Source: an optimization exercise on an open RTL-to-GDS flow (aim: small area). Production flows keep margins and buffers that such runs may drop. Function was checked by simulation only, so behaviour that the tests miss may differ from the original. No activity file was given, so power comes from the tool's default toggle rates.

==> flow/design.v (outline; a module is shown in full before it is edited, if it fits) <==
// module tv80_reg: 65 lines
// module tv80_alu: 161 lines
// module tv80_mcode: 2184 lines
// module tv80_core: 1146 lines
// module tv80s: 111 lines
module tv80s
#(
    parameter Mode    = 0,   
    parameter T2Write = 1,   
    parameter IOWait  = 1    
)
(
    input         reset_n, 
    input         clk, 
    input         cen,       
    input         wait_n, 
    input         int_n, 
    input         nmi_n, 
    input         busrq_n, 
    output        busak_n, 
    output        m1_n, 
    output        mreq_n, 
    output        iorq_n, 
    output        rd_n, 
    output        wr_n, 
    output        rfsh_n, 
    output        halt_n, 
    output [15:0] A, 
    input  [7:0]  di,
    output [7:0]  dout
);
  // ...
==> flow/flow/run.sh <==
#!/bin/bash
# ORFS flow (the standard.sh) with:
#  - an area-oriented ABC script (deepsyn + area-recovering mapping) in place
#    of ORFS's speed script; OpenROAD repairs timing as usual afterwards,
#  - no extraction of adders into half/full-adder cells before ABC, so that
#    ABC optimizes the arithmetic together with the rest of the logic,
#  - the buffers that timing-driven global placement inserts removed again
#    right after it (repair_design / repair_timing add back what is needed),
#    with a 0.15 ns setup margin for repair_timing, and a slightly
#    pessimistic wire RC for the repair after global routing,
#  - CTS without dummy loads, with clkbuf_8 leaf buffers,
#  - port buffers from the smallest buffer cell,
#  - a higher placement density.
set -euo pipefail
rm -rf scripts_local
cp -r "$FLOW_HOME/scripts" scripts_local
cp flow/abc_map.script scripts_local/abc_speed.script
bash standard.sh SCRIPTS_DIR="$PWD/scripts_local" ADDER_MAP_FILE= \
  "CTS_ARGS=-sink_clustering_enable -repair_clock_nets -dont_use_dummy_load -sink_clustering_size 16 -sink_clustering_max_diameter 60 -buf_list sky130_fd_sc_hd__clkbuf_8 -root_buf sky130_fd_sc_hd__clkbuf_16" \
  "BUFFER_PORTS_ARGS=-buffer_cell sky130_fd_sc_hd__buf_1" \
  PLACE_DENSITY=0.75 \
  POST_GLOBAL_PLACE_TCL="$PWD/flow/post_gpl.tcl" \
  SETUP_SLACK_MARGIN=0.15 \
  PRE_GLOBAL_ROUTE_TCL="$PWD/flow/pre_grt.tcl" \
  finish > standard.log 2>&1
==> flow/flow/abc_map.script <==
&get -n
&st
&deepsyn -J 20
&dch
&nf -R 1000 -C 32 -F 10 -A 10
&put
topo
stime -c
==> flow/flow/post_gpl.tcl <==
# Drop the buffers that timing-driven global placement added (instances named
# place*): each buffer's loads are moved back to its input net. repair_design
# and repair_timing later add back only the buffers that are needed.
set block [ord::get_db_block]
set n 0
foreach inst [$block getInsts] {
  if {![string match "place*" [$inst getName]]} { continue }
  set master [$inst getMaster]
  if {![string match "sky130_fd_sc_hd__buf_*" [$master getName]]} { continue }
  set in_net [[$inst findITerm A] getNet]
  set out_net [[$inst findITerm X] getNet]
  if {$in_net == "NULL" || $out_net == "NULL"} { continue }
  if {[llength [$out_net getBTerms]] > 0} { continue }
  foreach it [$out_net getITerms] {
    if {[$it getInst] == $inst} { continue }
    $it disconnect
    $it connect $in_net
  }
  odb::dbInst_destroy $inst
  odb::dbNet_destroy $out_net
  incr n
}
puts "post-gpl: removed $n placement buffers"
==> flow/flow/pre_grt.tcl <==
# Make the global-route parasitic estimate more pessimistic than the
# platform's (wires 10% more resistive and capacitive), so that the timing
# repair after global routing leaves margin for detailed routing.
set rc_scale 1.1
foreach {layer c r} {
  li1  1.499e-04   7.176e-02
  met1 1.72375E-04 8.929e-04
  met2 1.36233E-04 8.929e-04
  met3 2.14962E-04 1.567e-04
  met4 1.48128E-04 1.567e-04
  met5 1.54087E-04 1.781e-05
} {
  set_layer_rc -layer $layer -capacitance [expr {$c * $rc_scale}] -resistance [expr {$r * $rc_scale}]
}
set_wire_rc -signal -layer met1
set_wire_rc -clock -layer met3
puts "pre-grt: layer RC scaled by $rc_scale"
==> flow/standard.sh <==
#!/bin/bash
# synth_recipe.tcl (not shown) runs the flow's synth.tcl, then flattens the netlist and writes it again
# the make line also repeats each setting of config.mk as NAME=value (left out here)
make -C /OpenROAD-flow-scripts/flow DESIGN_CONFIG=/design/flow/config.mk WORK_HOME=/design/flow/orfs CLKGATE_MAP_FILE= SYNTH_SCRIPT=/design/flow/synth_recipe.tcl "${@:-finish}"
==> flow/config.mk <==
export PLATFORM = sky130hd
export DESIGN_NAME = tv80s
export DESIGN_NICKNAME = tv80s
export VERILOG_FILES = /design/flow/design.v
export SDC_FILE = /design/flow/constraint.sdc
export NUM_CORES = 8
export LEC_CHECK = 0
export CAP_MARGIN = 20
export CORE_MARGIN = 2
export CORE_UTILIZATION = 40
export SLEW_MARGIN = 20
==> flow/constraint.sdc <==
create_clock -name core_clock -period 10.0 [get_ports {clk}]
set_input_delay 2.0000 -clock core_clock [delete_from_list [all_inputs] [get_ports {clk}]]
set_output_delay 2.0000 -clock core_clock [all_outputs]
set_load 0.01 [all_outputs]
==> qor_table.md, run 1 <==
| Parameter | Reported | Unit |
|:---|:---|:---|
| Combinational-cell power consumption | 0.00504 | W |
| Part of the Yosys area used for sequential elements | 43.4 | % |
| Number of H-tree levels | 2 | - |
| Layer with the highest usage | met2 | - |
| Multi-Input Combinational | 2,029 | - |
| Number of warning messages in the yosys log | 7 | - |
| Number of remaining DRC errors | 0 | - |
| Avg Synthesized Cell Area | 8.90 | um2 |
| Multi-input logic portion of the cell area | 51.4 | % |
| Heaviest power group | combinational cells | - |
| Category of the critical setup timing path | reg2reg | - |
| Outcome | complete, no violations | - |
| Share of final-layout standard cells stronger than drive strength 1 | 7.24 | % |
| Number of endpoints failing setup at the final stage | 0 | - |
| Met2 Resource Use GR | 57.5 | % |
| Commonest non-fill, non-tap cell in the layout | sky130_fd_sc_hd__nand2_1 | - |
| Top post-synthesis cells by area | sky130_fd_sc_hd__edfxtp_1 23%, sky130_fd_sc_hd__dfrtp_1 14%, sky130_fd_sc_hd__dfstp_2 6.4%, sky130_fd_sc_hd__nand2_1 5.8%, sky130_fd_sc_hd__nor2_1 5.4% | - |
| Tapcells inserted | 696 | - |
| I/O pin cnt | 47 | - |
| Post-detail-place hpwl | 82.3 | mm |
| Worst hold slack | 0.490 | ns |
| Cell count of the worst hold path | 2 | - |
| Main synth FF type | sky130_fd_sc_hd__edfxtp_1 | - |
| Wire length per cell | 34.0 | um |
| Largest voltage drop on the vdd net | 0.000212 | V |
| Launch instance of the worst min-delay path | i_tv80_core.A[8] | - |
| Max-cap check violation count | 0 | - |
| Critical path depth in cells | 25 | - |
| Count of plain and timing-repair buffers in the layout | 71 | - |
| Non-clock inverter count | 76 | - |
| Routed length on met3 | 14.6 | mm |
| Fraction of area in registers | 39.4 | % |
| Largest regs | i_tv80_core.i_reg.RegsH x64, i_tv80_core.i_reg.RegsL x64 | - |
| Wire length reported by the detailed router | 110 | mm |
| Critical Path Source Type | flip-flop | - |
| DR iter-0 viols | 4,798 | - |
| Post-Syn Instances | 2,448 | - |
==> inputs of run 2 (changes only) <==
--- a/flow/flow/run.sh
+++ b/flow/flow/run.sh
@@ -10,7 +10,6 @@
 #    pessimistic wire RC for the repair after global routing,
 #  - CTS without dummy loads, with clkbuf_8 leaf buffers,
 #  - port buffers from the smallest buffer cell,
-#  - a higher placement density.
 set -euo pipefail
 rm -rf scripts_local
 cp -r "$FLOW_HOME/scripts" scripts_local
--- a/flow/config.mk
+++ b/flow/config.mk
@@ -5,7 +5,7 @@
 export SDC_FILE = /design/flow/constraint.sdc
 export NUM_CORES = 8
 export LEC_CHECK = 0
-export CAP_MARGIN = 20
+export CAP_MARGIN = 5
 export CORE_MARGIN = 2
 export CORE_UTILIZATION = 40
-export SLEW_MARGIN = 20
+export SLEW_MARGIN = 5
==> run 2 against run 1 <==
Net effect:
- still clean on timing, DRC and antenna
- power down 0.13%
- first-iteration DRC count up 5.8%
- clock power about the same
- utilization down 0.21 points
- sequential share of layout area up 0.18 points
- final cell count down 0.15%
- hold slack worse by 0.0028 ns
- flip-flop and latch count unchanged
- design area down 0.46%
- clock-buffer cell count down 1
- largest cell class unchanged
- largest power group unchanged
==> qor_table.md, run 2 <==
| Parameter | Reported | Unit | Change |
|:---|:---|:---|:---|
| Data arrival time of the worst path | 9.74 | ns | was 9.70 ns |
| First-pass GRT wire length | 158 | mm | was 159 mm |
| Register bit count reported by yosys | 342 | - | unchanged |
| Most numerous cell on the critical path | sky130_fd_sc_hd__nand2_1 | - | unchanged |
| Share of final-layout standard cells stronger than drive strength 1 | 6.63 | % | was 7.24% |
| Share of flip-flops with an asynchronous set or reset | 51.8 | % | unchanged |
| Crit path time final | 9.35 | ns | was 9.30 ns |
| Number of warning messages in the yosys log | 7 | - | unchanged |
| Core Rows | 85 | - | unchanged |
| Synth-to-layout area growth | 9.60 | % | was 10.1% |
| I/O pin cnt | 47 | - | unchanged |
| Clk sink count | 342 | - | unchanged |
| Number of CTS-inserted buffers | 35 | - | was 36 |
| Number of buffers inserted by hold repair at cts | 0 | - | unchanged |
| Maximum fanout encountered on the critical timing path | 14 | - | unchanged |
| CTS max path bufs | 3 | - | unchanged |
| Post-Syn Instances | 2,448 | - | unchanged |
| Clock transition at the register clock pins on the worst setup and hold paths after CTS | 0.09 | ns | about the same |
| Std-Cell Core Area | 53,800 | um2 | unchanged |
| Total routing usage reported by global routing | 38.2 | % | was 38.4% |
| Top post-synthesis cells by area | sky130_fd_sc_hd__edfxtp_1 23%, sky130_fd_sc_hd__dfrtp_1 14%, sky130_fd_sc_hd__dfstp_2 6.4%, sky130_fd_sc_hd__nand2_1 5.8%, sky130_fd_sc_hd__nor2_1 5.4% | - | unchanged |
| DR iter-0 viols | 5,074 | - | was 4,798 |
| Number of flops mapped to enable cells by yosys | 165 | - | unchanged |
| Worst Hold Class | reg2reg | - | unchanged |
| Part of the Yosys area used for sequential elements | 43.4 | % | unchanged |
| Largest voltage drop on the vdd net | 0.000209 | V | was 0.000212 V |
| Die X-Extent | 237 | um | unchanged |
| Leak Pwr | 8.23 | nW | was 8.28 nW |
| Share of power burned in the clock network | 10.0 | % | about the same |
| Number of endpoints failing setup at the final stage | 0 | - | unchanged |
| Largest net degree at the start of global routing | 139 | - | unchanged |
| Top-count cell post-synth | sky130_fd_sc_hd__nand2_1 | - | unchanged |
| Wire length per cell | 34.2 | um | was 34.0 um |
| Commonest cells after routing, fill and taps aside | 335 x sky130_fd_sc_hd__nand2_1, 295 x sky130_fd_sc_hd__nor2_1, 181 x sky130_fd_sc_hd__o21ai_0 | - | was 335 x sky130_fd_sc_hd__nand2_1, 287 x sky130_fd_sc_hd__nor2_1, 176 x sky130_fd_sc_hd__o21ai_0 |
| Post-Route Skew | 0.0759 | ns | was 0.0545 ns |
| Category of the critical setup timing path | reg2reg | - | unchanged |
| Actual slew at the worst max-slew pin | 1.39 | ns | was 1.26 ns |
| # port buffers | 45 | - | unchanged |
| DR vias | 24.2k | - | was 24.0k |
| Antenna Nets Post-Route | 0 | - | unchanged |
| Setup_tns | 0 | ns | unchanged |
| Sequential Power Share | 31.3 | % | was 31.1% |
| Main synth FF type | sky130_fd_sc_hd__edfxtp_1 | - | unchanged |
| Total inserted antenna cells | 0 | - | was 1 |
| Internal portion of total power | 0.00379 | W | was 0.00382 W |
| Vias in the first global route | 22.4k | - | was 22.6k |
| Share of power burned in combinational logic | 58.7 | % | was 58.9% |
| Area share of the largest cell type after synthesis | 22.7 | % | unchanged |
| Period utilisation layout | 93.5 | % | was 93.0% |
| # nets final | 2,567 | - | was 2,571 |
| Number of remaining DRC errors | 0 | - | unchanged |
| Number of different library cells in the post-synthesis netlist | 72 | - | unchanged |
| RSZ-0062 raised after global routing | no | - | unchanged |
| Maximum frequency from static timing analysis | 107 | MHz | was 108 MHz |
| Avg Synthesized Cell Area | 8.90 | um2 | unchanged |
| Total congestion overflow | 0 | - | unchanged |
| PnR worst setup slack | 0.650 | ns | was 0.703 ns |
| Outcome | complete, no violations | - | unchanged |
| Stage delay of the slowest cell on the critical path | 1.02 | ns | was 0.96 ns |
| Type of element capturing the critical path | flip-flop | - | unchanged |
| Post-Place Setup Slack | 0.191 | ns | was 0.514 ns |
| Clock latency at the later pin of the worst-skew pair | 0.56 | ns | about the same |
| Required @ worst endpoint | 10.39 | ns | was 10.41 ns |
| CTS tree | built | - | unchanged |
| Fill cells | 5,297 | - | was 5,276 |
| Synth Cell Area | 21,800 | um2 | unchanged |
| Max-Slew Margin vs Limit | 7.22 | % | was 15.5% |
| Critical Path Source Type | flip-flop | - | unchanged |
| Initial antenna violation count | 1 | - | was 3 |
| Total iterations of the first detailed-routing run | 14 | - | was 11 |
| Total count of hold-check failures in the final report | 0 | - | unchanged |
| Die Footprint | 56,400 | um2 | unchanged |
| Switching share of power | 55.6 | % | was 55.4% |
| Via/cell ratio | 7.46 | - | was 7.37 |
| Wire length reported by the detailed router | 111 | mm | was 110 mm |
| Max-cap check violation count | 0 | - | unchanged |
| Post-detail-place hpwl | 82.1 | mm | was 82.3 mm |
| Slowest-stage cell, CP | sky130_fd_sc_hd__and2_0 | - | unchanged |
| # Post-CTS Setup Buffers | 0 | - | unchanged |
| Initial cell density of the core | 40.5 | % | unchanged |
| Leading area contributor after synthesis | sky130_fd_sc_hd__edfxtp_1 | - | unchanged |
| Vertical die dimension | 237 | um | unchanged |
| Net switching power of the design | 0.00475 | W | was 0.00474 W |
| Commonest non-fill, non-tap cell in the layout | sky130_fd_sc_hd__nand2_1 | - | unchanged |
| Master cell of the clock root buffer | sky130_fd_sc_hd__clkbuf_16 | - | unchanged |
| Power density of the placed cells | 358 | nW/um2 | was 357 nW/um2 |
| Resize count post-CTS | 0 | - | unchanged |
| Pins Over Slew Limit | 0 | - | unchanged |
| Top post-synthesis cells by count | 337 x sky130_fd_sc_hd__nand2_1, 311 x sky130_fd_sc_hd__nor2_1, 187 x sky130_fd_sc_hd__o21ai_0 | - | unchanged |
| Worst hold slack | 0.487 | ns | was 0.490 ns |
| Mapped Nets | 2,463 | - | unchanged |
| Number of H-tree levels | 2 | - | unchanged |
| Largest regs | i_tv80_core.i_reg.RegsH x64, i_tv80_core.i_reg.RegsL x64 | - | unchanged |
run 2: cell counts after synthesis:
Identical to the previous run, type by type.
run 2: power groups by stage:
| stage | logic, W | registers [W] | clock network (W) |
|---|---|---|---|
| 2_1_floorplan | 0.00286 | 0.00235 | 0 |
| 3_3_place_gp | 0.00504 | 0.00244 | 0 |
| 3_5_place_dp | 0.00467 | 0.00265 | 0 |
| 4_1_cts | 0.00469 | 0.00262 | 0.000861 |
| 5_1_grt | 0.00540 | 0.00271 | 0.000940 |
| 6_report | 0.00501 | 0.00268 | 0.000855 |
run 2: worst paths after layout:
kind / startpoint / end / slack, ns / depth (start not counted)
min in group asynchronous: reset_n / i_tv80_core.IR[7] / 1.34 / 1
min reg2reg: i_tv80_core.A[8] / i_tv80_core.A[8] / 0.49 / 2
max reg2reg: i_tv80_core.IR[7] / i_tv80_core.PC[13] / 0.65 / 25
max: i_tv80_core.IR[7] / i_tv80_core.PC[13] / 0.65 / 25
max in group asynchronous: reset_n / i_tv80_core.IR[5] / 7.66 / 2
min: i_tv80_core.A[8] / i_tv80_core.A[8] / 0.49 / 2
run 2: cell families (layout without fill, tap and decap cells):
group / after synthesis / in the layout / synth area share [%]
flops: 342 / 342 / 43.4
other cells: 1 / 1 / 0.0172
simple gates: 1044 / 1044 / 22.0
compound gates: 846 / 846 / 27.2
xor+xnor: 80 / 80 / 3.21
buf+inv: 77 / 179 / 1.34
fa+ha+maj: 6 / 6 / 0.276
mux: 52 / 52 / 2.57
run 2: per-layer routing:
layer  up-vias  share of wire, %  track usage (%)
met2      2123                42             57.2
met3       490                13             9.84
li1       9842                 -                -
met4         2               6.4             19.5
met5         -            0.0090                0
met1     11760                38             51.1
run 2: final cells by class:
type                            count  area (um2)  area share [%]
Sequential cell                   342        9460            39.6
Clock buffer                       35         538            2.25
Inverter                           76         290            1.22
Tap cell                          696         871            3.65
Timing Repair Buffer               68         479            2.01
Multi-Input combinational cell   2029       12300            51.3
run 2: worst max-delay path: cells and delay by family (launching register included):
kind | cells | cell delay, ns
simple gates | 15 | 5.65
compound gates | 8 | 2.06
buf+inv | 2 | 0.62
flops | 1 | 0.82
run 2: through the flow:
| step | cells | utilization [%] | instance area, um2 | total power [W] |
|---|---|---|---|---|
| 6_report | 3246 | 44.4 | 23900 | 0.00855 |
| 5_1_grt | 3246 | 44.4 | 23900 | 0.00905 |
| 4_1_cts | 3244 | 44.2 | 23800 | 0.00818 |
| 3_5_place_dp | 3209 | 43.2 | 23200 | 0.00732 |
| 3_3_place_gp | 3305 | 44.1 | 23800 | 0.00748 |
| 2_1_floorplan | 2448 | - | 21800 | 0.00521 |
==> inputs of run 3 (changes only) <==
==> flow/flow/abc_map.script (replaced) <==
&get -n
&st
&deepsyn -J 30
&dch -f
&nf -R 1000 -C 32 -F 10 -A 10 -p
&put
topo
stime -c
==> run 3 against run 2 <==
Net effect:
- clock-buffer cell count is 1 higher
- register-to-register slack hardly changed
- die area shrank 0.16%
- sequential share of layout area about the same
- combinational power grew 19%
- clock skew is 0.017 ns higher
- final cell count is 0.74% lower
- flip-flop and latch count stayed put
- synthesized cell count fell by 1.1%
- sequential power up 4%
- maximum frequency barely moved
- critical path depth grew 5
- critical path type unchanged
- highest routed layer unchanged
==> qor_table.md, run 3 <==
| Parameter | Reported | Unit | Change |
|:---|:---|:---|:---|
| Outcome | complete, no violations | - | unchanged |
| Number of buffers inserted by hold repair at cts | 0 | - | unchanged |
| Initial cell density of the core | 40.4 | % | was 40.5% |
| RSZ-0062 raised after global routing | no | - | unchanged |
| Number of warning messages in the yosys log | 7 | - | unchanged |
| Register-to-register setup slack | 0.65 | ns | about the same |
| # port buffers | 45 | - | unchanged |
| Type of element capturing the critical path | flip-flop | - | unchanged |
| Share of flip-flops with an asynchronous set or reset | 51.8 | % | unchanged |
| Clock latency at the later pin of the worst-skew pair | 0.58 | ns | was 0.56 ns |
| Main synth FF type | sky130_fd_sc_hd__edfxtp_1 | - | unchanged |
| I/O pin cnt | 47 | - | unchanged |
| Max-Slew Margin vs Limit | 9.10 | % | was 7.22% |
| Antenna Nets Post-Route | 0 | - | unchanged |
| Synth Cell Area | 21,800 | um2 | about the same |
| Area share of the largest cell type after synthesis | 22.8 | % | was 22.7% |
| Number of flops mapped to enable cells by yosys | 165 | - | unchanged |
| Clk sink count | 342 | - | unchanged |
| Required @ worst endpoint | 10.31 | ns | was 10.39 ns |
| Number of CTS-inserted buffers | 36 | - | was 35 |
| Std-Cell Core Area | 53,800 | um2 | unchanged |
| Avg Synthesized Cell Area | 8.99 | um2 | was 8.90 um2 |
| Number of H-tree levels | 2 | - | unchanged |
| Maximum frequency from static timing analysis | 107 | MHz | about the same |
| Period utilisation layout | 93.5 | % | about the same |
| Core Rows | 85 | - | unchanged |
| Category of the critical setup timing path | reg2reg | - | unchanged |
| Worst Hold Class | reg2reg | - | unchanged |
| Actual slew at the worst max-slew pin | 1.36 | ns | was 1.39 ns |
| Critical Path Source Type | flip-flop | - | unchanged |
| Power density of the placed cells | 402 | nW/um2 | was 358 nW/um2 |
| Wire length per cell | 33.4 | um | was 34.2 um |
| Slowest-stage cell, CP | sky130_fd_sc_hd__nor2_1 | - | was sky130_fd_sc_hd__and2_0 |
| Die Footprint | 56,300 | um2 | was 56,400 um2 |
| Number of endpoints failing setup at the final stage | 0 | - | unchanged |
| Clock transition at the register clock pins on the worst setup and hold paths after CTS | 0.09 | ns | about the same |
| FF-to-FF Start | i_tv80_core.ts_b[2] | - | was i_tv80_core.IR[7] |
| Leak Pwr | 8.16 | nW | was 8.23 nW |
| Register bit count reported by yosys | 342 | - | unchanged |
| Vertical die dimension | 237 | um | about the same |
| Utilization after layout | 44.3 | % | was 44.4% |
| Most numerous cell on the critical path | sky130_fd_sc_hd__nor2_1 | - | was sky130_fd_sc_hd__nand2_1 |
| Number of different library cells in the post-synthesis netlist | 69 | - | was 72 |
| Worst R2R Path Depth | 30 | - | was 25 |
| Post-Place Setup Slack | -0.490 | ns | was 0.191 ns |
| Endpoint of the lowest-slack register-to-register path | i_tv80_core.i_reg.RegsH[0][7] | - | was i_tv80_core.PC[13] |
| Die X-Extent | 237 | um | about the same |
| Post-Syn Instances | 2,421 | - | was 2,448 |
| Mapped Nets | 2,436 | - | was 2,463 |
| Top post-synthesis cells by count | 317 x sky130_fd_sc_hd__nor2_1, 292 x sky130_fd_sc_hd__nand2_1, 199 x sky130_fd_sc_hd__a21oi_1 | - | was 337 x sky130_fd_sc_hd__nand2_1, 311 x sky130_fd_sc_hd__nor2_1, 187 x sky130_fd_sc_hd__o21ai_0 |
| Pins Over Slew Limit | 0 | - | unchanged |
| Post-detail-place hpwl | 78.7 | mm | was 82.1 mm |
| Stage delay of the slowest cell on the critical path | 0.99 | ns | was 1.02 ns |
| Largest voltage drop on the vdd net | 0.000286 | V | was 0.000209 V |
| Number of remaining DRC errors | 0 | - | unchanged |
| Total buffers and inverters traversed by the critical path | 2 | - | unchanged |
| Maximum fanout encountered on the critical timing path | 16 | - | was 14 |
| Launch instance of the worst min-delay path | iorq_n_reg | - | was i_tv80_core.A[8] |
| Initial antenna violation count | 4 | - | was 1 |
| Via/cell ratio | 7.40 | - | was 7.46 |
| Largest net degree at the start of global routing | 162 | - | was 139 |
| Commonest non-fill, non-tap cell in the layout | sky130_fd_sc_hd__nor2_1 | - | was sky130_fd_sc_hd__nand2_1 |
| Total iterations of the first detailed-routing run | 11 | - | was 14 |
| Data arrival time of the worst path | 9.66 | ns | was 9.74 ns |
| Largest regs | i_tv80_core.i_reg.RegsH x64, i_tv80_core.i_reg.RegsL x64 | - | unchanged |
| Leading area contributor after synthesis | sky130_fd_sc_hd__edfxtp_1 | - | unchanged |
| Synth-to-layout area growth | 9.63 | % | was 9.60% |
| DR vias | 23.8k | - | was 24.2k |
| Top post-synthesis cells by area | sky130_fd_sc_hd__edfxtp_1 23%, sky130_fd_sc_hd__dfrtp_1 14%, sky130_fd_sc_hd__dfstp_2 6.4%, sky130_fd_sc_hd__nor2_1 5.5%, sky130_fd_sc_hd__nand2_1 5.0% | - | was sky130_fd_sc_hd__edfxtp_1 23%, sky130_fd_sc_hd__dfrtp_1 14%, sky130_fd_sc_hd__dfstp_2 6.4%, sky130_fd_sc_hd__nand2_1 5.8%, sky130_fd_sc_hd__nor2_1 5.4% |
| Crit path time final | 9.35 | ns | about the same |
| Commonest cells after routing, fill and taps aside | 300 x sky130_fd_sc_hd__nor2_1, 290 x sky130_fd_sc_hd__nand2_1, 199 x sky130_fd_sc_hd__a21oi_1 | - | was 335 x sky130_fd_sc_hd__nand2_1, 295 x sky130_fd_sc_hd__nor2_1, 181 x sky130_fd_sc_hd__o21ai_0 |
| Share of final-layout standard cells stronger than drive strength 1 | 6.46 | % | was 6.63% |
| Cell count of the worst hold path | 2 | - | unchanged |
| # Post-CTS Setup Buffers | 0 | - | unchanged |
| First-pass GRT wire length | 154 | mm | was 158 mm |
| Top-count cell post-synth | sky130_fd_sc_hd__nor2_1 | - | was sky130_fd_sc_hd__nand2_1 |
| Max-cap check violation count | 0 | - | unchanged |
| Worst-case hold path end point | iorq_n_reg | - | was i_tv80_core.A[8] |
| Vias in the first global route | 22.2k | - | was 22.4k |
| Master cell of the clock root buffer | sky130_fd_sc_hd__clkbuf_16 | - | unchanged |
| Wire length reported by the detailed router | 108 | mm | was 111 mm |
| Post-Route Skew | 0.0931 | ns | was 0.0759 ns |
| DR iter-0 viols | 4,463 | - | was 5,074 |
| Total count of hold-check failures in the final report | 0 | - | unchanged |
| Total routing usage reported by global routing | 37.0 | % | was 38.2% |
| CTS max path bufs | 3 | - | unchanged |
| Total congestion overflow | 0 | - | unchanged |
| PnR worst setup slack | 0.647 | ns | was 0.650 ns |
| Cell type group with the largest total delay on the critical path | simple AND/OR/NAND/NOR gates | - | unchanged |
| Part of the Yosys area used for sequential elements | 43.4 | % | about the same |
| # nets final | 2,540 | - | was 2,567 |
| CTS tree | built | - | unchanged |
==> run 3: cells by family (layout without fill, tap and decap cells) <==
logic type / after synthesis / after routing / synth area share [%]
other: 1 / 4 / 0.0172
XOR/XNOR: 83 / 83 / 3.34
multiplexers: 53 / 53 / 2.62
AO/OA/AOI/OAI: 859 / 859 / 27.5
AND/OR/NAND/NOR: 1019 / 1019 / 21.8
flip-flops: 342 / 342 / 43.4
adder cells (fa/ha/maj): 6 / 6 / 0.276
buffers and inverters: 58 / 160 / 1.02
==> run 3: metal layers <==
layer / part of all wire (%) / up-vias / global-route usage (%) / wire length (um)
met4: 7.1 / 6 / 21.0 / 7640
met2: 43 / 2037 / 55.9 / 45800
met3: 13 / 528 / 10.2 / 14000
met1: 37 / 11524 / 47.9 / 40200
li1: - / 9748 / - / -
met5: 0.086 / - / 0 / 93
==> run 3: worst max path at each step <==
| stage | slack (ns) | end | startpoint | cells past startpoint |
|---|---|---|---|---|
| after floorplan | 2.30 | i_tv80_core.i_reg.RegsH[0][7] | i_tv80_core.mc_b[0] | 29 |
| after global placement | 2.05 | i_tv80_core.i_reg.RegsH[0][6] | i_tv80_core.mc_b[1] | 29 |
| after detailed placement | -0.49 | i_tv80_core.i_reg.RegsH[4][6] | i_tv80_core.mc_b[0] | 28 |
| after CTS | 0.17 | i_tv80_core.i_reg.RegsH[1][6] | i_tv80_core.mc_b[0] | 28 |
| after global routing | 0.15 | i_tv80_core.i_reg.RegsH[3][7] | i_tv80_core.mc_b[0] | 29 |
| final | 0.65 | i_tv80_core.i_reg.RegsH[0][7] | i_tv80_core.ts_b[2] | 30 |
==> run 3: cell type report <==
| class | instances | area, um2 |
|---|---|---|
| clock buffer | 36 | 552 |
| tap | 696 | 871 |
| inverter | 57 | 219 |
| sequential | 342 | 9460 |
| multi-input combinational | 2021 | 12300 |
| antenna | 3 | 7.51 |
| fill | 5225 | 30000 |
| timing repair buffer | 67 | 473 |
==> run 3: through the flow <==
| stage | setup TNS [ns] | power, W | instance area, um2 | hold WS (ns) | instances |
|---|---|---|---|---|---|
| 6_report | 0 | 0.00960 | 23900 | 0.485 | 3222 |
| 2_1_floorplan | 0 | 0.00587 | 21800 | 0.439 | 2421 |
| 5_1_grt | 0 | 0.0102 | 23900 | 0.504 | 3219 |
| 3_5_place_dp | -10.61 | 0.00831 | 23200 | 0.463 | 3181 |
| 3_3_place_gp | 0 | 0.00846 | 23700 | 0.464 | 3278 |
| 4_1_cts | 0 | 0.00920 | 23700 | 0.480 | 3217 |
==> run 3: repair_timing <==
action	in CTS	in global routing
endpoints found under the hold margin	0	0
setup endpoints to repair	52	128
gates resized for setup	9	15
==> run 3: tightest hold or removal path, cell delays in order, from the launching register on <==
cell and delay (ns):
sky130_fd_sc_hd__dfstp_2 0.36, sky130_fd_sc_hd__nor2_1 0.08, sky130_fd_sc_hd__nor2_1 0.04
==> run 3: power by group <==
group | total [W] | leakage, nW | internal [W] | switching (W)
registers | 0.00279 | 3.64 | 0.00206 | 0.000732
logic | 0.00594 | 4.24 | 0.00175 | 0.00419
clock network | 0.000864 | 0.285 | 0.000367 | 0.000497
==> inputs of run 4 (changes only) <==
==> flow/flow/abc_map.script (replaced) <==
&get -n
&st
&deepsyn -J 20
&dch -f
&nf -R 1000 -C 32 -F 10 -A 10 -p
&put
topo
stime -c
==> run 4 against run 3 <==
Net effect:
- still clean on timing, DRC and antenna
- clock skew stayed put
- setup slack stayed put
- first-iteration DRC count stayed put
- critical path type unchanged
==> qor_table.md, run 4 <==
| Parameter | Reported | Unit | Change |
|:---|:---|:---|:---|
| Initial antenna violation count | 4 | - | unchanged |
| Main combinational cell family by area after synthesis | compound AO/OA/AOI/OAI gates | - | unchanged |
| Total congestion overflow | 0 | - | unchanged |
| Maximum fanout encountered on the critical timing path | 16 | - | unchanged |
| Fraction of the mapped netlist area in adder cells | 0.276 | % | unchanged |
| Leak Pwr | 8.16 | nW | unchanged |
| Simple logic cell fraction of the synthesized area | 21.8 | % | unchanged |
| Post-Place Setup Slack | -0.490 | ns | unchanged |
| Master cell of the clock root buffer | sky130_fd_sc_hd__clkbuf_16 | - | unchanged |
| Finished Layout Cells | 3,222 | - | unchanged |
| Maximum frequency from static timing analysis | 107 | MHz | unchanged |
| # port buffers | 45 | - | unchanged |
| Stage delay of the slowest cell on the critical path | 0.99 | ns | about the same |
| Commonest cells after routing, fill and taps aside | 300 x sky130_fd_sc_hd__nor2_1, 290 x sky130_fd_sc_hd__nand2_1, 199 x sky130_fd_sc_hd__a21oi_1 | - | unchanged |
| Die Footprint | 56,300 | um2 | unchanged |
| Data arrival time of the worst path | 9.66 | ns | about the same |
| Top post-synthesis cells by area | sky130_fd_sc_hd__edfxtp_1 23%, sky130_fd_sc_hd__dfrtp_1 14%, sky130_fd_sc_hd__dfstp_2 6.4%, sky130_fd_sc_hd__nor2_1 5.5%, sky130_fd_sc_hd__nand2_1 5.0% | - | unchanged |
| Part of the Yosys area used for sequential elements | 43.4 | % | unchanged |
| Max-Slew Margin vs Limit | 9.10 | % | unchanged |
| Critical path depth in cells | 30 | - | unchanged |
| Total count of hold-check failures in the final report | 0 | - | unchanged |
| Die X-Extent | 237 | um | unchanged |
| Post-Syn Instances | 2,421 | - | unchanged |
| Commonest non-fill, non-tap cell in the layout | sky130_fd_sc_hd__nor2_1 | - | unchanged |
| Required @ worst endpoint | 10.31 | ns | about the same |
| Period utilisation layout | 93.5 | % | unchanged |
| Number of CTS-inserted buffers | 36 | - | unchanged |
| Total buffers and inverters traversed by the critical path | 2 | - | unchanged |
| Instance count after placement with tap cells included | 3,181 | - | unchanged |
| DR vias | 23.8k | - | unchanged |
| First-pass GRT wire length | 154 | mm | unchanged |
| Type of element capturing the critical path | flip-flop | - | unchanged |
| Worst Hold Class | reg2reg | - | unchanged |
| Antenna Nets Post-Route | 0 | - | unchanged |
| Post-Route Skew | 0.0931 | ns | unchanged |
| Area fraction in compound gates after synthesis | 27.5 | % | unchanged |
| Outcome | complete, no violations | - | unchanged |
| CTS max path bufs | 3 | - | unchanged |
| Post-Synth XOR/XNOR Area | 3.34 | % | unchanged |
| I/O pin cnt | 47 | - | unchanged |
| Slowest-stage cell, CP | sky130_fd_sc_hd__nor2_1 | - | unchanged |
| Number of buffers inserted by hold repair at cts | 0 | - | unchanged |
| DR iter-0 viols | 4,463 | - | unchanged |
| Largest net degree at the start of global routing | 162 | - | unchanged |
| Max-cap check violation count | 0 | - | unchanged |
| CTS tree | built | - | unchanged |
| Share of flip-flops with an asynchronous set or reset | 51.8 | % | unchanged |
| Share of final-layout standard cells stronger than drive strength 1 | 6.46 | % | unchanged |
| Power density of the placed cells | 402 | nW/um2 | unchanged |
| Cell type group with the largest total delay on the critical path | simple AND/OR/NAND/NOR gates | - | unchanged |
| Total routing usage reported by global routing | 37.0 | % | unchanged |
| Worst R2R Path Depth | 30 | - | unchanged |
| Actual slew at the worst max-slew pin | 1.36 | ns | unchanged |
| # nets final | 2,540 | - | unchanged |
| Main synth FF type | sky130_fd_sc_hd__edfxtp_1 | - | unchanged |
| Number of H-tree levels | 2 | - | unchanged |
| Core Rows | 85 | - | unchanged |
| Pins Over Slew Limit | 0 | - | unchanged |
| Vias in the first global route | 22.2k | - | unchanged |
| Critical Path Source Type | flip-flop | - | unchanged |
| Wire length reported by the detailed router | 108 | mm | unchanged |
| Utilization after layout | 44.3 | % | unchanged |
| RSZ-0062 raised after global routing | no | - | unchanged |
| Vertical die dimension | 237 | um | unchanged |
| Area share of the largest cell type after synthesis | 22.8 | % | unchanged |
| Via/cell ratio | 7.40 | - | unchanged |
| Avg Synthesized Cell Area | 8.99 | um2 | unchanged |
| Clk sink count | 342 | - | unchanged |
| Top post-synthesis cells by count | 317 x sky130_fd_sc_hd__nor2_1, 292 x sky130_fd_sc_hd__nand2_1, 199 x sky130_fd_sc_hd__a21oi_1 | - | unchanged |
| Fill cells | 5,225 | - | unchanged |
| Number of remaining DRC errors | 0 | - | unchanged |
| Total iterations of the first detailed-routing run | 11 | - | unchanged |
| Clock transition at the register clock pins on the worst setup and hold paths after CTS | 0.09 | ns | about the same |
| Mapped Nets | 2,436 | - | unchanged |
| Clock latency at the later pin of the worst-skew pair | 0.58 | ns | about the same |
| Register bit count reported by yosys | 342 | - | unchanged |
| Leading area contributor after synthesis | sky130_fd_sc_hd__edfxtp_1 | - | unchanged |
| Fraction of synthesized area in multiplexers | 2.62 | % | unchanged |
| Wire length per cell | 33.4 | um | unchanged |
| Largest regs | i_tv80_core.i_reg.RegsH x64, i_tv80_core.i_reg.RegsL x64 | - | unchanged |
| Number of different library cells in the post-synthesis netlist | 69 | - | unchanged |
| Crit path time final | 9.35 | ns | unchanged |
| Initial cell density of the core | 40.4 | % | unchanged |
| Final Power | 0.00960 | W | unchanged |
| Top-count cell post-synth | sky130_fd_sc_hd__nor2_1 | - | unchanged |
| PnR worst setup slack | 0.647 | ns | unchanged |
| Synth Cell Area | 21,800 | um2 | unchanged |
| Cell count of the worst hold path | 2 | - | unchanged |
| Number of warning messages in the yosys log | 7 | - | unchanged |
| Post-detail-place hpwl | 78.7 | mm | unchanged |
| Synth-to-layout area growth | 9.63 | % | unchanged |
| Std-Cell Core Area | 53,800 | um2 | unchanged |
| Most numerous cell on the critical path | sky130_fd_sc_hd__nor2_1 | - | unchanged |
| Number of flops mapped to enable cells by yosys | 165 | - | unchanged |
| Category of the critical setup timing path | reg2reg | - | unchanged |
| Number of endpoints failing setup at the final stage | 0 | - | unchanged |
| Largest voltage drop on the vdd net | 0.000286 | V | unchanged |
## run 4: cell counts after synthesis
Identical to the previous run, type by type.
## run 4: final timing paths
check	slack (ns)	start	end
max in group asynchronous	7.52	reset_n	i_tv80_core.dout[3]
worst max-delay path	0.65	i_tv80_core.ts_b[2]	i_tv80_core.i_reg.RegsH[0][7]
worst min register to register	0.49	iorq_n_reg	iorq_n_reg
worst min-delay path	0.49	iorq_n_reg	iorq_n_reg
worst max register to register	0.65	i_tv80_core.ts_b[2]	i_tv80_core.i_reg.RegsH[0][7]
min in group asynchronous	1.27	reset_n	i_tv80_core.Oldnmi_n
## run 4: cell families after synthesis
group,Yosys count
AO/OA/AOI/OAI,859
AND/OR/NAND/NOR,1019
other,1
buffers and inverters,58
adder cells (fa/ha/maj),6
XOR/XNOR,83
flip-flops,342
multiplexers,53
## run 4: worst min-delay path: cells and delay by family (launching register included)
family           cells  cell delay (ns)
DFF                  1             0.36
and+or+nand+nor      2             0.12
## run 4: metrics by stage
stage | instance area, um2 | hold WS [ns] | TNS [ns]
after floorplan | 21800 | 0.439 | 0
after global placement | 23700 | 0.464 | 0
after detailed placement | 23200 | 0.463 | -10.61
after CTS | 23700 | 0.480 | 0
after global routing | 23900 | 0.504 | 0
final | 23900 | 0.485 | 0
## run 4: routing by layer
| metal | track usage [%] | vias to the layer above | wire length (um) |
|---|---|---|---|
| met5 | 0 | - | 93 |
| met4 | 21.0 | 6 | 7640 |
| met3 | 10.2 | 528 | 14000 |
| met2 | 55.9 | 2037 | 45800 |
| met1 | 47.9 | 11524 | 40200 |
| li1 | - | 9748 | - |
## run 4: area by class of cell
cell class	instances	area, um2	share of cell area, %
multi-input combinational	2021	12300	51.5
sequential	342	9460	39.6
tap	696	871	3.65
clock buffer	36	552	2.31
timing repair buffer	67	473	1.98
inverter	57	219	0.918
antenna	3	7.51	0.0315
## run 4: repair_timing
action,in CTS,in global routing
buffers inserted,0,0
resized for setup,9,15
setup endpoints to repair,52,128
## run 4: where the power goes
part           internal, W  switching (W)
registers          0.00206       0.000732
logic              0.00175        0.00419
clock network     0.000367       0.000497
total              0.00418        0.00542

separate check: timing with driven ports:
Ports are ideal in the flow. The routed layouts listed here were re-timed in OpenROAD.
Step 1: set_driving_cell puts a clkbuf_16 on clk and a buf_2 on each other input, an assumption about the parent block.
Step 2, shift: input delay + t, output delay - t, t = (earliest + latest rising clock arrival at the registers) / 2. This alone moves slack from input paths to output paths.
Slacks: ideal ports / drivers / drivers and shift; pairs: ideal ports / drivers.
run	t (ns)	setup WS [ns]	worst hold slack (ns)
run 1	0.582	0.703 / 0.703 / 0.703	0.490 / 0.490 / 0.490
run 2	0.586	0.650 / 0.649 / 0.649	0.487 / 0.487 / 0.487
run 3	0.596	0.647 / 0.647 / 0.647	0.485 / 0.485 / 0.485
run 4	0.596	0.647 / 0.647 / 0.647	0.485 / 0.485 / 0.485
After both steps every run listed still meets setup and hold. For run 2, which loses most, drivers alone change the setup slack by -0.001 ns; drivers and shift together by -0.001 ns.
